From an optimization exercise on the open Yosys and OpenROAD flow, aimed at small area and a short achievable clock period; shortcuts taken in it are not production practice.
The RTL was checked by simulation tests, not by an equivalence proof against the original design.

`design/flow/config.mk`:
```
export PLATFORM = sky130hd
export DESIGN_NAME = ntt_butterfly
export DESIGN_NICKNAME = ntt_butterfly
export VERILOG_FILES = /design/flow/design.v
export SDC_FILE = /design/flow/constraint.sdc
export NUM_CORES = 4
export LEC_CHECK = 0
export CAP_MARGIN = 20
export CORE_MARGIN = 2
export CORE_UTILIZATION = 40
export SLEW_MARGIN = 20
```
`design/flow/constraint.sdc`:
```
create_clock -name core_clock -period 13.0 [get_ports {clk}]
set_input_delay 2.6000 -clock core_clock [delete_from_list [all_inputs] [get_ports {clk}]]
set_output_delay 2.6000 -clock core_clock [all_outputs]
set_load 0.01 [all_outputs]
```
`design/flow/design.v`:
```
module abr_adder #(
    parameter RADIX          = 8
)
(
    input  wire [RADIX-1:0]  a_i,
    input  wire [RADIX-1:0]  b_i,
    input  wire              cin_i,
    output wire [RADIX-1:0]  s_o,
    output wire              cout_o
);
    logic [RADIX : 0]   s_full;
    always_comb begin
        s_full = a_i + b_i + cin_i;
    end
    assign s_o = s_full[RADIX-1 : 0];
    assign cout_o = s_full[RADIX];
endmodule
module abr_ntt_add_sub_mod 
    #(
    parameter REG_SIZE      = 384
    )
    (
    input wire           clk,
    input wire           reset_n,
    input wire           zeroize,
    input  wire                 add_en_i,
    input  wire                 sub_i,
    input  wire  [REG_SIZE-1:0] opa_i,
    input  wire  [REG_SIZE-1:0] opb_i,
    input  wire  [REG_SIZE-1:0] prime_i,
    input  wire                 mlkem,
    output logic [REG_SIZE-1:0] res_o,
    output logic                ready_o
);
    localparam MLKEM_REG_SIZE = 12;
    logic [REG_SIZE-1 : 0] opb0;
    logic [REG_SIZE-1 : 0] opb1;
    logic [REG_SIZE-1 : 0] r0;
    logic [REG_SIZE-1 : 0] r1;
    logic                  carry0; 
    logic                  carry0_int; 
    logic                  sub_n;
    logic [REG_SIZE-1 : 0] r0_reg;
    logic                  carry0_reg;
    logic                  carry1;
    logic                  carry1_int;
    logic [1 : 0]          push_result_reg;
    abr_adder #(
        .RADIX(REG_SIZE)
        ) 
        adder_inst_0(
        .a_i(opa_i),
        .b_i(mlkem ? {{(REG_SIZE-MLKEM_REG_SIZE){1'b0}}, opb0[MLKEM_REG_SIZE-1:0]} : opb0),
        .cin_i(sub_i),
        .s_o(r0),
        .cout_o(carry0_int)
    );
    abr_adder #(
        .RADIX(REG_SIZE)
        ) 
        adder_inst_1(
        .a_i(mlkem ? {{(REG_SIZE-MLKEM_REG_SIZE){1'b0}}, r0_reg[MLKEM_REG_SIZE-1:0]} : r0_reg),  
        .b_i(mlkem ? {{(REG_SIZE-MLKEM_REG_SIZE){1'b0}}, opb1[MLKEM_REG_SIZE-1:0]} : opb1),
        .cin_i(sub_n),
        .s_o(r1),
        .cout_o(carry1_int)
    );
    assign carry0 = mlkem ? r0[MLKEM_REG_SIZE] : carry0_int;
    assign carry1 = mlkem ? r1[MLKEM_REG_SIZE] : carry1_int;
    assign opb0 = sub_i ? ~opb_i : opb_i;
    always_ff @(posedge clk or negedge reset_n) 
    begin
        if(!reset_n) begin
            r0_reg <= '0;
            carry0_reg <= '0;
            sub_n <= '0;
            opb1 <= '0;
        end
        else if (zeroize) begin
            r0_reg <= '0;
            carry0_reg <= '0;
            sub_n <= '0;
            opb1 <= '0;
        end
        else if (add_en_i) begin 
            r0_reg <= r0;
            carry0_reg <= carry0;
            sub_n <= !sub_i;
            if (sub_i)
                opb1 <= prime_i;
            else
                opb1 <= ~prime_i;
        end
    end
    always_ff @(posedge clk or negedge reset_n) begin
        if (!reset_n)
            push_result_reg <= 2'b0;
        else if (zeroize)
            push_result_reg <= 2'b0;
        else
            push_result_reg <= {add_en_i, push_result_reg[1]};
    end
    assign ready_o = push_result_reg[0];
    always_comb begin
        if (mlkem)
            res_o = sub_n ? (carry0_reg ^ carry1)? {{(REG_SIZE-MLKEM_REG_SIZE){1'b0}}, r1[MLKEM_REG_SIZE-1:0]} : {{(REG_SIZE-MLKEM_REG_SIZE){1'b0}}, r0_reg[MLKEM_REG_SIZE-1:0]} : (carry0_reg) ? {{(REG_SIZE-MLKEM_REG_SIZE){1'b0}}, r0_reg[MLKEM_REG_SIZE-1:0]} : {{(REG_SIZE-MLKEM_REG_SIZE){1'b0}}, r1[MLKEM_REG_SIZE-1:0]};
        else
            res_o = sub_n ? (carry0_reg ^ carry1)? r1 : r0_reg : (carry0_reg) ? r0_reg : r1;
    end
endmodule
module ntt_mult_dsp #(
    parameter RADIX = 32
)
(
    input  wire  [RADIX-1 : 0]        A_i,
    input  wire  [RADIX-1 : 0]        B_i,
    output logic [(2*RADIX)-1 : 0]    P_o
);
    always_comb begin
        P_o = A_i * B_i;
    end
endmodule
module barrett_reduction #(
    parameter int prime = 3329,
    parameter int REG_SIZE = $clog2(prime)
)(
    input  logic [2*REG_SIZE-1:0]   x,
    output logic [REG_SIZE-1:0]     inv,  
    output logic [REG_SIZE-1:0]     r     
);
    localparam int K = 2*REG_SIZE;
    localparam logic [2*REG_SIZE:0] pow2K = (2*REG_SIZE+1)'(1) << K;
    localparam logic [REG_SIZE:0] m = pow2K / prime;
    logic [3*REG_SIZE:0]   mult_full;
    logic [REG_SIZE:0]     u_est, u_plus_one;
    logic [2*REG_SIZE:0]   u_prime, r_est, r_sub_prime;
    logic additional_reduction;
    assign mult_full = x * m;
    assign u_est = mult_full >> K;
    assign u_prime = u_est * prime;
    assign r_est = {1'b0, x} - u_prime;
    assign r_sub_prime = r_est - prime;
    assign u_plus_one = u_est + 1;
    assign additional_reduction = (r_est >= prime);
    assign r   = additional_reduction? r_sub_prime[REG_SIZE-1 : 0] : r_est[REG_SIZE-1 : 0];
    assign inv = additional_reduction? u_plus_one[REG_SIZE-1 : 0] : u_est[REG_SIZE-1 : 0];
endmodule
module ntt_div2
    #(
        parameter REG_SIZE      = 23,
        parameter PRIME   = 23'd8380417,
        parameter PRIME_DIV2_ODD = (PRIME + 1) / 2
    )
    (
        input  wire  [REG_SIZE-1:0] op_i,
        output logic [REG_SIZE-1:0] res_o
    );
    always_comb res_o = op_i[0] ? REG_SIZE'((op_i >> 1) + PRIME_DIV2_ODD)
                                             : REG_SIZE'(op_i >> 1);
endmodule
module ntt_butterfly 
#(
    parameter REG_SIZE  = 23,
    parameter MLDSA_Q     = 23'd8380417,
    parameter MLDSA_Q_DIV2_ODD = (MLDSA_Q + 1) / 2,
    parameter MLKEM_Q = 12'd3329,
    parameter MLKEM_Q_DIV2_ODD = (MLKEM_Q + 1) / 2
)
(
    input wire clk,
    input wire reset_n,
    input wire zeroize,
    input wire [2:0] mode,
    input wire accumulate,
    input wire mlkem,
    input wire   [REG_SIZE-1:0] opu_i,
    input wire   [REG_SIZE-1:0] opv_i,
    input wire   [REG_SIZE-1:0] opw_i,
    output logic [REG_SIZE-1:0]   u_o,
    output logic [REG_SIZE-1:0]   v_o,
    output logic [REG_SIZE-1:0]   pwm_res_o,
    output logic [REG_SIZE-1:0]   pairwm_mul_red_o
);
    localparam MLKEM_REG_SIZE = 12;
    localparam [2:0] ct     = 3'd0,
                     gs     = 3'd1,
                     pwm    = 3'd2,
                     pwa    = 3'd3,
                     pws    = 3'd4,
                     pairwm = 3'd5;
    logic [REG_SIZE-1:0] u_reg, u_reg_d2;
    logic [REG_SIZE-1:0] w_reg, w_reg_d2;  
    logic [(2*REG_SIZE)-1:0] vw, vw_reg, mul_res; 
    logic [(2*MLKEM_REG_SIZE)-1:0] mul_res_reg;  
    logic [MLKEM_REG_SIZE-1:0] mlkem_mul_res_reduced;
    logic [45:0] mldsa_mul_res_reg;
    logic [22:0] mldsa_mul_res_reduced_comb;
    logic [22:0] mldsa_mul_res_reduced;
    logic [MLKEM_REG_SIZE-1:0] mlkem_mul_res_reduced_reg;  
    logic [REG_SIZE-1:0] mul_opa, mul_opb;
    logic [REG_SIZE-1:0] u_minus_v, mldsa_u_minus_v_div2;
    logic [MLKEM_REG_SIZE-1:0] mlkem_u_minus_v_div2;
    logic [REG_SIZE-1:0] add_opa, add_opb;
    logic [REG_SIZE-1:0] add_res, add_res_d1, add_res_d2, sub_res;
    logic [REG_SIZE-1:0] mldsa_add_res_div2, sub_res_div2, mul_res_reduced_div2;
    logic [MLKEM_REG_SIZE-1:0] mlkem_add_res_div2;
    always_ff @(posedge clk or negedge reset_n) begin
        if (!reset_n) begin
            u_reg    <= 'h0;
            u_reg_d2 <= 'h0;
            w_reg    <= 'h0; 
            w_reg_d2 <= 'h0; 
            mul_res_reg <= '0;
            mlkem_mul_res_reduced_reg <= '0;
            mldsa_mul_res_reg <= '0;
            mldsa_mul_res_reduced <= '0;
        end
        else if (zeroize) begin
            u_reg    <= 'h0;
            u_reg_d2 <= 'h0;
            w_reg    <= 'h0; 
            w_reg_d2 <= 'h0; 
            mul_res_reg <= '0;
            mlkem_mul_res_reduced_reg <= '0;
            mldsa_mul_res_reg <= '0;
            mldsa_mul_res_reduced <= '0;
        end
        else begin
            u_reg    <= opu_i;
            u_reg_d2 <= u_reg;
            w_reg    <= opw_i; 
            w_reg_d2 <= w_reg; 
            mul_res_reg <= (2*MLKEM_REG_SIZE)'(mul_res);
            mlkem_mul_res_reduced_reg <= mlkem_mul_res_reduced;
            mldsa_mul_res_reg <= mlkem ? '0 : 46'(mul_res);
            mldsa_mul_res_reduced <= mldsa_mul_res_reduced_comb;
        end
    end
    always_ff @(posedge clk or negedge reset_n) begin
        if (!reset_n) begin
            add_res_d1 <= 'h0;
            add_res_d2 <= 'h0;
        end
        else if (zeroize) begin
            add_res_d1 <= 'h0;
            add_res_d2 <= 'h0;
        end
        else begin
            add_res_d1 <= add_res;
            add_res_d2 <= add_res_d1;
        end
    end
    always_comb begin
        unique case(mode)
            ct: begin
                u_o = add_res;
                v_o = sub_res;
                pwm_res_o = 'h0;
            end
            gs: begin
                u_o = mlkem ? REG_SIZE'(mlkem_add_res_div2) : mldsa_add_res_div2;
                v_o = mlkem ? REG_SIZE'(mlkem_mul_res_reduced_reg) : mldsa_mul_res_reduced[REG_SIZE-1:0];  
                pwm_res_o = 'h0;
            end
            pwm:begin
                u_o = 'h0;  
                v_o = 'h0;
                pwm_res_o = mlkem ? 'h0 : accumulate ? add_res : mldsa_mul_res_reduced[REG_SIZE-1:0];
            end
            pwa:begin
                u_o = 'h0;  
                v_o = 'h0;
                pwm_res_o = add_res;
            end
            pws:begin
                u_o = 'h0;  
                v_o = 'h0;
                pwm_res_o = u_minus_v;
            end
            pairwm: begin
                u_o = 'h0;
                v_o = 'h0;
                pwm_res_o = 'h0;
            end
            default: begin
                u_o = 'h0;
                v_o = 'h0;
                pwm_res_o = 'h0;
            end
        endcase
    end
    always_comb begin
        unique case(mode)
            ct: begin
                add_opa = u_reg_d2;
                add_opb = mlkem ? REG_SIZE'(mlkem_mul_res_reduced_reg) : mldsa_mul_res_reduced[REG_SIZE-1:0];
                mul_opa = opv_i;
                mul_opb = opw_i;
            end
            gs: begin
                add_opa = opu_i;
                add_opb = opv_i;
                mul_opa = mlkem ? REG_SIZE'(mlkem_u_minus_v_div2) : mldsa_u_minus_v_div2;  
                mul_opb = w_reg;
            end
            pwm:begin
                add_opa = mlkem ? 'h0 : w_reg_d2;
                add_opb = mlkem ? 'h0 : mldsa_mul_res_reduced[REG_SIZE-1:0];
                mul_opa = opu_i;
                mul_opb = opv_i;
            end
            pwa:begin
                add_opa = opu_i;
                add_opb = opv_i;
                mul_opa = 'h0;
                mul_opb = 'h0;
            end
            pairwm: begin  
                add_opa = 'h0;
                add_opb = 'h0;
                mul_opa = mlkem ? opu_i : 'h0;
                mul_opb = mlkem ? opv_i : 'h0;
            end
            default: begin
                add_opa = 'h0;
                add_opb = 'h0;
                mul_opa = 'h0;
                mul_opb = 'h0;
            end
        endcase
    end
    abr_ntt_add_sub_mod #(
        .REG_SIZE(REG_SIZE)
        )
        sub_inst_0(
        .clk(clk),
        .reset_n(reset_n),
        .zeroize(zeroize),
        .add_en_i(1'b1),
        .sub_i(1'b1),
        .opa_i(opu_i),
        .opb_i(opv_i),
        .prime_i(mlkem ? REG_SIZE'(MLKEM_Q) : REG_SIZE'(MLDSA_Q)),
        .mlkem(mlkem),
        .res_o(u_minus_v),
        .ready_o()
    );
    abr_ntt_add_sub_mod #(
        .REG_SIZE(REG_SIZE)
        )
        sub_inst_1(
        .clk(clk),
        .reset_n(reset_n),
        .zeroize(zeroize),
        .add_en_i(1'b1),
        .sub_i(1'b1),
        .opa_i(u_reg_d2),
        .opb_i(mlkem ? REG_SIZE'(mlkem_mul_res_reduced_reg) : mldsa_mul_res_reduced[REG_SIZE-1:0]),
        .prime_i(mlkem ? REG_SIZE'(MLKEM_Q) : REG_SIZE'(MLDSA_Q)),
        .mlkem(mlkem),
        .res_o(sub_res),
        .ready_o()
    );
    abr_ntt_add_sub_mod #(
        .REG_SIZE(REG_SIZE)
        )
        add_inst_0(
        .clk(clk),
        .reset_n(reset_n),
        .zeroize(zeroize),
        .add_en_i(1'b1),
        .sub_i(1'b0),
        .opa_i(add_opa),
        .opb_i(add_opb),
        .prime_i(mlkem ? REG_SIZE'(MLKEM_Q) : REG_SIZE'(MLDSA_Q)),
        .mlkem(mlkem),
        .res_o(add_res),
        .ready_o()
    );
    ntt_mult_dsp #(
        .RADIX(REG_SIZE)
        )
        mul_inst_0 (
        .A_i(mul_opa),
        .B_i(mul_opb),
        .P_o(mul_res)
    );
    barrett_reduction #(
        .REG_SIZE(23),
        .prime(MLDSA_Q)
        )
        mldsa_mul_redux_inst_0 (
        .x(mldsa_mul_res_reg),
        .inv(),
        .r(mldsa_mul_res_reduced_comb)
    );
    barrett_reduction #(
        .REG_SIZE(MLKEM_REG_SIZE),
        .prime(MLKEM_Q)
        )
        mlkem_mul_redux_inst_0 (
        .x(mlkem ? mul_res_reg : '0),
        .inv(),
        .r(mlkem_mul_res_reduced)
    );
    ntt_div2 #(
        .REG_SIZE(REG_SIZE),
        .PRIME(MLDSA_Q)
    )
    mldsa_div2_inst_0 (
        .op_i (add_res_d2),
        .res_o (mldsa_add_res_div2)
    );
    ntt_div2 #(
        .REG_SIZE(REG_SIZE),
        .PRIME(MLDSA_Q)
    )
    mldsa_div2_inst_2 (
        .op_i (u_minus_v),
        .res_o (mldsa_u_minus_v_div2)
    );
    ntt_div2 #(
        .REG_SIZE(MLKEM_REG_SIZE),
        .PRIME(MLKEM_Q)
    )
    mlkem_div2_inst_0 (
        .op_i (add_res_d2[MLKEM_REG_SIZE-1:0]),
        .res_o (mlkem_add_res_div2)
    );
    ntt_div2 #(
        .REG_SIZE(MLKEM_REG_SIZE),
        .PRIME(MLKEM_Q)
    )
    mlkem_div2_inst_2 (
        .op_i (u_minus_v[MLKEM_REG_SIZE-1:0]),
        .res_o (mlkem_u_minus_v_div2)
    );
    assign pairwm_mul_red_o = ((mode == pairwm) & mlkem)
                              ? REG_SIZE'(mlkem_mul_res_reduced_reg)
                              : 'h0;
endmodule
```
`design/flow/run.sh`:
```
#!/bin/bash
# synth_recipe.tcl (not shown) runs the flow's synth.tcl, then flattens the netlist and writes it again
# the make line also repeats each setting of config.mk as NAME=value (left out here)
make -C /OpenROAD-flow-scripts/flow DESIGN_CONFIG=/design/flow/config.mk WORK_HOME=/design/flow/orfs CLKGATE_MAP_FILE= SYNTH_SCRIPT=/design/flow/synth_recipe.tcl finish
```
==> flow_metrics.tcl <==
set metrics [dict create \
    status "no timing/DRC/antenna violations" \
    cp.arrival_ns 13.08 \
    grt.overflow.total 0 \
    synth_enable_flop_cells 0 \
    area_delta_synth_final_pct 10.9 \
    clockBufferDepth 3 \
    grt_use_total_pct 25.1 \
    finalInstanceArea_sq_mm 0.0679 \
    drv_cap 0 \
    worst_slack_ns 0.433 \
    grt_max_degree 144 \
    placed_cell_area_sq_mm 0.0660 \
    final_common_cell "inv_1" \
    critical_path.top_delay_family "adder cells" \
    cts_inserted_buffers 42 \
    route.detailed.drc 0 \
    final_cell_mix "1182 x inv_1, 896 x ha_1, 877 x fa_1" \
    hold_viol 0 \
    tns_ns 0 \
    cts_max_level 2 \
    cts_tree "built" \
    stdcell_count 9032 \
    antenna_found_initial 8 \
    synth.yosys.seq_area_share_pct 13.0 \
    dp_slack_ns -0.362 \
    synth-seq-cells 318 \
    finalSetupViolCount 0 \
    place.gp.congestion 0.993 \
    path_buf_inv 7 \
    post_drt_wl_per_cell_um 21.8 \
    finalCritPeriodShare_pct 96.7 \
    synthFlopType "dfrtp_1" \
    crit_path_end_kind "flop" \
    num_rows 143 \
    io_pins 169 \
    viasPerCell 5.42 \
    drv_slew 0 \
    async_reset_ff_share_pct 100 \
    fin_nets 8827 \
    clock_sinks 318 \
    drt_iter0_markers 4150 \
    slowest_stage "fa_1" \
    die_height_um 395 \
    path_max_fanout 19 \
    period_minus_slack_ns 12.57 \
    ctsHoldBuffers 0 \
    dp_cells 8939 \
    syn_avg_cell_area_sq_um 9.03 \
    critical_path_required_ns 13.51 \
    die_x_um 395 \
    syn_inst 6778 \
    worst_clock_skew_ns 0.0361 \
    slew_headroom_pct 23.3 \
    path_clk_slew_ns 0.06 \
    ys_types 100 \
    fmax_mhz 79.6 \
    cts_root_buf "clkbuf_16" \
    syn_area_sq_mm 0.0612 \
    drt_wl_total_mm 197 \
    ys_warn_count 6 \
    critPathMaxStageDelay_ns 0.55 \
    dr.pass1.iters 6 \
    core_area_sq_mm 0.152 \
    vias 48900 \
    die_area_sq_mm 0.156 \
    critPathKind "reg -> reg" \
    drive_above_1_share_pct 6.02 \
    hold_class "reg -> reg" \
    rsz0062_at_grt "yes" \
    grt_pass1_wl_mm 301 \
    start_kind "flop" \
    port_buffers 157 \
    worst_pin_slew_ns 1.15 \
    clk-insertion-delay-late_ns 0.62 \
    largest_reg_flops 46 \
    grt_pass1_vias 49700 \
    utilization_pct 44.7 \
    start_util_pct 40.3 \
    hpwl_mm 167 \
    cpMostUsedCell "fa_1" \
    ant_nets 0 \
]
==> cells in the mapped netlist (15+ instances only) <==
cell | number | share of area, %
or2_2 | 20 | 0.20
nand4_1 | 34 | 0.35
dfrtp_1 | 318 | 13
a21oi_1 | 275 | 2.2
nor2b_1 | 221 | 2.3
o31ai_1 | 19 | 0.23
ha_1 | 903 | 18
xnor2_1 | 191 | 2.7
nor2_1 | 428 | 2.6
a21o_1 | 106 | 1.3
clkbuf_1 | 199 | 1.2
a222oi_1 | 28 | 0.46
o21bai_1 | 35 | 0.43
or3_1 | 26 | 0.27
fa_1 | 879 | 29
inv_1 | 1202 | 7.4
xor2_1 | 122 | 1.7
o21ai_0 | 168 | 1.4
a22oi_1 | 46 | 0.56
and3_1 | 51 | 0.52
a21boi_0 | 16 | 0.20
nand3_1 | 77 | 0.63
buf_1 | 18 | 0.11
and2_1 | 95 | 0.97
o22ai_1 | 35 | 0.36
o211ai_1 | 26 | 0.32
nor4_1 | 18 | 0.18
o21a_1 | 47 | 0.58
a31oi_1 | 21 | 0.21
a211oi_1 | 33 | 0.40
nand2b_1 | 45 | 0.46
nand2_1 | 675 | 4.1
nor3b_1 | 15 | 0.18
nor3_1 | 91 | 0.74
mux2i_1 | 56 | 0.92
==> layout make-up <==
type                       count  area (sq um)
antenna                        8          20.0
clock buffer                  55          1180
clock inverter                15           260
fill                       14800         84000
inverter                    1205          4530
multi-input combinational   5033         48200
sequential                   318          7970
tap                         2030          2540
timing repair buffer         368          3220
==> worst reg2reg max path, delay by kind of cell (launching register included) <==
family,cells,cell delay [ns]
buffers and inverters,7,0.56
and+or+nand+nor,4,0.83
adders and majority gates,13,5.61
xor gates and xnor gates,3,0.74
DFF,1,0.41
AOI/OAI and AO/OA,22,4.33
==> metrics by stage <==
stage,hold WS (ns)
6_report,0.457
5_1_grt,0.471
3_5_place_dp,0.446
3_3_place_gp,0.440
4_1_cts,0.459
2_1_floorplan,0.439
==> kinds of logic after synthesis <==
family | share of synthesized area [%]
other | 0.00613
adders and majority gates | 47.3
buffers and inverters | 8.92
and+or+nand+nor | 14.3
xor gates and xnor gates | 4.48
DFF | 13.0
muxes | 1.01
AOI/OAI and AO/OA | 11.1
==> path summary, 6_finish.rpt <==
path / startpoint / to / slack, ns / depth (start not counted)
setup reg to reg: mldsa_mul_res_reg[14]$_DFF_PN0_ / mldsa_mul_res_reduced[3]$_DFF_PN0_ / 0.43 / 49
setup / recovery: mldsa_mul_res_reg[14]$_DFF_PN0_ / mldsa_mul_res_reduced[3]$_DFF_PN0_ / 0.43 / 49
hold / removal: add_res_d1[3]$_DFF_PN0_ / add_res_d2[3]$_DFF_PN0_ / 0.46 / 1
max in group asynchronous: reset_n / mldsa_mul_res_reg[42]$_DFF_PN0_ / 8.93 / 3
min in group asynchronous: reset_n / add_res_d1[5]$_DFF_PN0_ / 1.99 / 1
hold reg to reg: add_res_d1[3]$_DFF_PN0_ / add_res_d2[3]$_DFF_PN0_ / 0.46 / 1
==> routing by layer <==
layer	track usage (%)	up-vias	part of all wire (%)
met5	0	-	0.0066
met4	8.96	2	4.1
met3	4.26	362	8.1
met2	38.8	1868	44
met1	35.4	24300	44
li1	-	22300	-
==> what timing repair did <==
item | CTS | global route
endpoints found under the setup margin | 23 | 31
setup buffers | 0 | 15
gates resized for setup | 6 | 63
gates cloned | 0 | 0
pin swaps | 1 | 15

static timing again, ports no longer ideal:
How much do the figures lean on ideal ports? The routed layout below was timed once more, with nothing changed but the port constraints.
Step 1, drivers: a clkbuf_16 drives clk and a buf_2 each remaining input, both assumed.
Step 2 also shifts input and output timing later by t, the mid clock arrival at the registers, as if the neighbouring blocks saw the same clock.
a / b / c = no drivers / after step 1 / after step 2; a / b = the first two.
shift t [ns]: 0.660
setup WS [ns]: 0.433 / 0.433 / 0.014
pins driven straight from the clock port: 1
After both steps setup and hold are still met in this run. For this run, drivers alone change the setup slack by 0.000 ns; drivers and shift together by -0.419 ns.
